This is an optimization exercise on Yosys and OpenROAD, whose aim is small area, a short achievable clock period and few clock cycles, not a production implementation. Function was checked by simulation only, so behaviour that the tests miss may differ from the original.

the previous run:
==> flow/design.v (excerpt) <==
module top (
    input          clk,
    input          reset,
    input          start,
    input  [127:0] IN,
    output [3:0]   addr_r,
    output [3:0]   addr_c,
    input  [127:0] Wr,
    input  [127:0] Wc,
    output         done,
    output [127:0] Y
);
Settings: LEC_CHECK=0, CAP_MARGIN=20, CORE_MARGIN=2, CORE_UTILIZATION=45, PLACE_DENSITY=0.6, SLEW_MARGIN=20, SYNTH_HIERARCHICAL=1, SYNTH_MINIMUM_KEEP_SIZE=0; clock period 35.0 ns.
standard.sh (not shown) runs the stock make flow with config.mk's settings and CLKGATE_MAP_FILE= SYNTH_SCRIPT=/design/flow/synth_recipe.tcl, a recipe that flattens the netlist after the stock synthesis.
==> flow/flow/run.sh <==
#!/bin/bash
set -euo pipefail
bash standard.sh "BUFFER_PORTS_ARGS=-buffer_cell sky130_fd_sc_hd__buf_1" \
    SETUP_SLACK_MARGIN=26.5 finish > standard_flow.log 2>&1
Testbench counts of the previous run, summed over its fixed seeds: cycles 10,240.
## Diff of input files: the current run against the previous run
==> flow/flow/run.sh <==
#!/bin/bash
set -euo pipefail
bash standard.sh "BUFFER_PORTS_ARGS=-buffer_cell sky130_fd_sc_hd__buf_1" \
    SETUP_SLACK_MARGIN=27.0 finish > standard_flow.log 2>&1
Findings:
In the current run the count of vias placed by the detailed router turned out 406 higher than in the previous run. The current run does better than the previous run on smallest setup slack after layout. Compared to the previous run, the current run has cell count 92 higher. The previous run and the current run ended up with nearly the same data arrival time at the worst-slack endpoint. Compare the previous run and the current run | number of fill cells in the layout higher: the previous run. Delta (the current run minus the previous run): routed wire length moved up, global routing met1 resource utilization went up 0.22 points.

* * *

Starting RTL as in the previous note.
==> flow/config.mk <==
export PLATFORM = sky130hd
export DESIGN_NAME = top
export DESIGN_NICKNAME = top
export VERILOG_FILES = /design/flow/design.v
export SDC_FILE = /design/flow/constraint.sdc
export NUM_CORES = 4
export LEC_CHECK = 0
export CAP_MARGIN = 20
export CORE_MARGIN = 2
export CORE_UTILIZATION = 45
export PLACE_DENSITY = 0.6
export SLEW_MARGIN = 20
export SYNTH_HIERARCHICAL = 1
export SYNTH_MINIMUM_KEEP_SIZE = 0
==> flow/constraint.sdc <==
create_clock -name core_clock -period 35.0 [get_ports {clk}]
set_input_delay 7.0000 -clock core_clock [delete_from_list [all_inputs] [get_ports {clk}]]
set_output_delay 7.0000 -clock core_clock [all_outputs]
set_load 0.01 [all_outputs]
==> flow/flow/run.sh <==
#!/bin/bash
set -euo pipefail
bash standard.sh "BUFFER_PORTS_ARGS=-buffer_cell sky130_fd_sc_hd__buf_1" \
    SETUP_SLACK_MARGIN=26.3 finish > standard_flow.log 2>&1
Testbench counts at the start, summed over its fixed seeds: cycles 10,240.
==> next run, changes <==
==> flow/flow/run.sh (replaced) <==
#!/bin/bash
set -euo pipefail
bash standard.sh "BUFFER_PORTS_ARGS=-buffer_cell sky130_fd_sc_hd__buf_1" \
    SETUP_SLACK_MARGIN=26.65 finish > standard_flow.log 2>&1
The changed run completed with no timing, DRC or antenna violations.
Via count stays flat.
Wire length went up by 0.33%.
Count of clock-buffer cells in the layout stays the same.
Setup slack improved by 0.073 ns.
Global-route usage stays flat.
Cell area is about the same.
Final cell count barely changes.
==> next run, changes <==
==> flow/flow/run.sh (replaced) <==
#!/bin/bash
set -euo pipefail
bash standard.sh "BUFFER_PORTS_ARGS=-buffer_cell sky130_fd_sc_hd__buf_1" \
    SETUP_SLACK_MARGIN=26.8 finish > standard_flow.log 2>&1
After rerunning: The changed run went through all stages and came out clean. Clock-buffer cell count stays the same. Hold slack stays flat. Sequential share of layout area is lower by 0.18 points. Area after synthesis does not change. Sequential cell count does not change. Utilization is higher by 0.67 points.

* * *

## v6
top, a different RTL version from the one above (not shown whole).
Size: ~430 flip-flops, ~520 I/O pins, about 72,000 µm² of cells after synthesis.
// top
module top (
    input          clk,
    input          reset,
    input          start,
    input  [127:0] IN,
    output [3:0]   addr_r,
    output [3:0]   addr_c,
    input  [127:0] Wr,
    input  [127:0] Wc,
    output         done,
    output [127:0] Y
);
    localparam G  = 2;
    localparam CW = 5;
    wire [CW-1:0] cnt;
    wire          busy;
    wire [15:0]   h;
    ctrl #(G, CW) ctrl_path (.clk(clk), .reset(reset), .start(start),
                             .done(done), .cnt(cnt), .busy(busy),
                             .addr_r(addr_r), .addr_c(addr_c));
    s1neuron #(G, CW) s1n (.clk(clk), .cnt(cnt), .busy(busy), .IN(IN), .Wr(Wr),
                           .h(h));
    s2neuron #(G, CW) s2n (.clk(clk), .cnt(cnt), .Wc(Wc), .h(h),
                           .Y(Y));
endmodule
Settings: LEC_CHECK=0, CAP_MARGIN=20, CORE_MARGIN=2, CORE_UTILIZATION=45, PLACE_DENSITY=0.6, SLEW_MARGIN=20; clock period 35.0 ns.
==> flow/flow/run.sh <==
#!/bin/bash
set -euo pipefail
bash standard.sh SETUP_SLACK_MARGIN=26.5 finish > standard_flow.log 2>&1
v6 did not stop at any stage, and its layout met the timing, DRC and antenna checks.
Testbench counts of v6, summed over its fixed seeds: cycles 10,240.
> inputs changed (v6 -> v7)
==> flow/run.sh (new file) <==
#!/bin/bash
# synth_recipe.tcl (not shown) runs the flow's synth.tcl, then flattens the netlist and writes it again
# the make line also repeats each setting of config.mk as NAME=value (left out here)
make -C /OpenROAD-flow-scripts/flow DESIGN_CONFIG=/design/flow/config.mk WORK_HOME=/design/flow/orfs CLKGATE_MAP_FILE= SYNTH_SCRIPT=/design/flow/synth_recipe.tcl finish
removed: flow/flow/run.sh
removed: flow/standard.sh
- NOTE: final critical-path required period in v7 exceeds that of v6
- Via count of the first global-routing pass essentially unchanged between v6 and v7.
- Of the two candidates, v6 has the better maximum frequency and v7 the worse one.
- The mean number of vias per cell was comparable across v7 and v6.
- In v7, the setup slack came out 0.66 ns below the value in v6.
- From v7 to v6, count of clock-buffer cells in the layout did not move at all.
- Compared with v6, in v7 worst hold slack roughly the same, total non-filler cell area in the finished layout lower.

==> what the ideal ports hide <==
The results above use ideal ports. As a check the final layouts listed here were re-extracted and re-timed, cells and wires unchanged. Step 1 (the two cells are an assumption about what drives the block):
set clk [get_ports {clk}]
set_driving_cell -lib_cell sky130_fd_sc_hd__clkbuf_16 $clk
set_driving_cell -lib_cell sky130_fd_sc_hd__buf_2 [delete_from_list [all_inputs] $clk]
Step 2 adds t to the input delays and takes it off the output delays; t is the mean of the earliest and latest rising clock arrival at the registers after step 1. Input paths then give back, and output paths get back, about the clock's delay inside the block. a / b / c = ideal ports / drivers / drivers and shift; a / b = the first two.
run	shift t [ns]	setup WS [ns]	worst setup path after step 2
the previous run	0.744	26.718 / 26.637 / 26.820	register to register
the current run	0.746	26.721 / 26.639 / 27.174	register to register
the first run of note 2	0.746	26.639 / 26.632 / 26.639	register to register
the second run of note 2	0.745	26.711 / 26.630 / 26.946	register to register
the third run of note 2	0.746	26.722 / 26.640 / 27.028	register to register
v6	0.745	26.348 / 26.267 / 26.573	input to register
v7	0.744	25.689 / 25.607 / 26.195	register to register
After both steps every run listed still meets setup and hold.
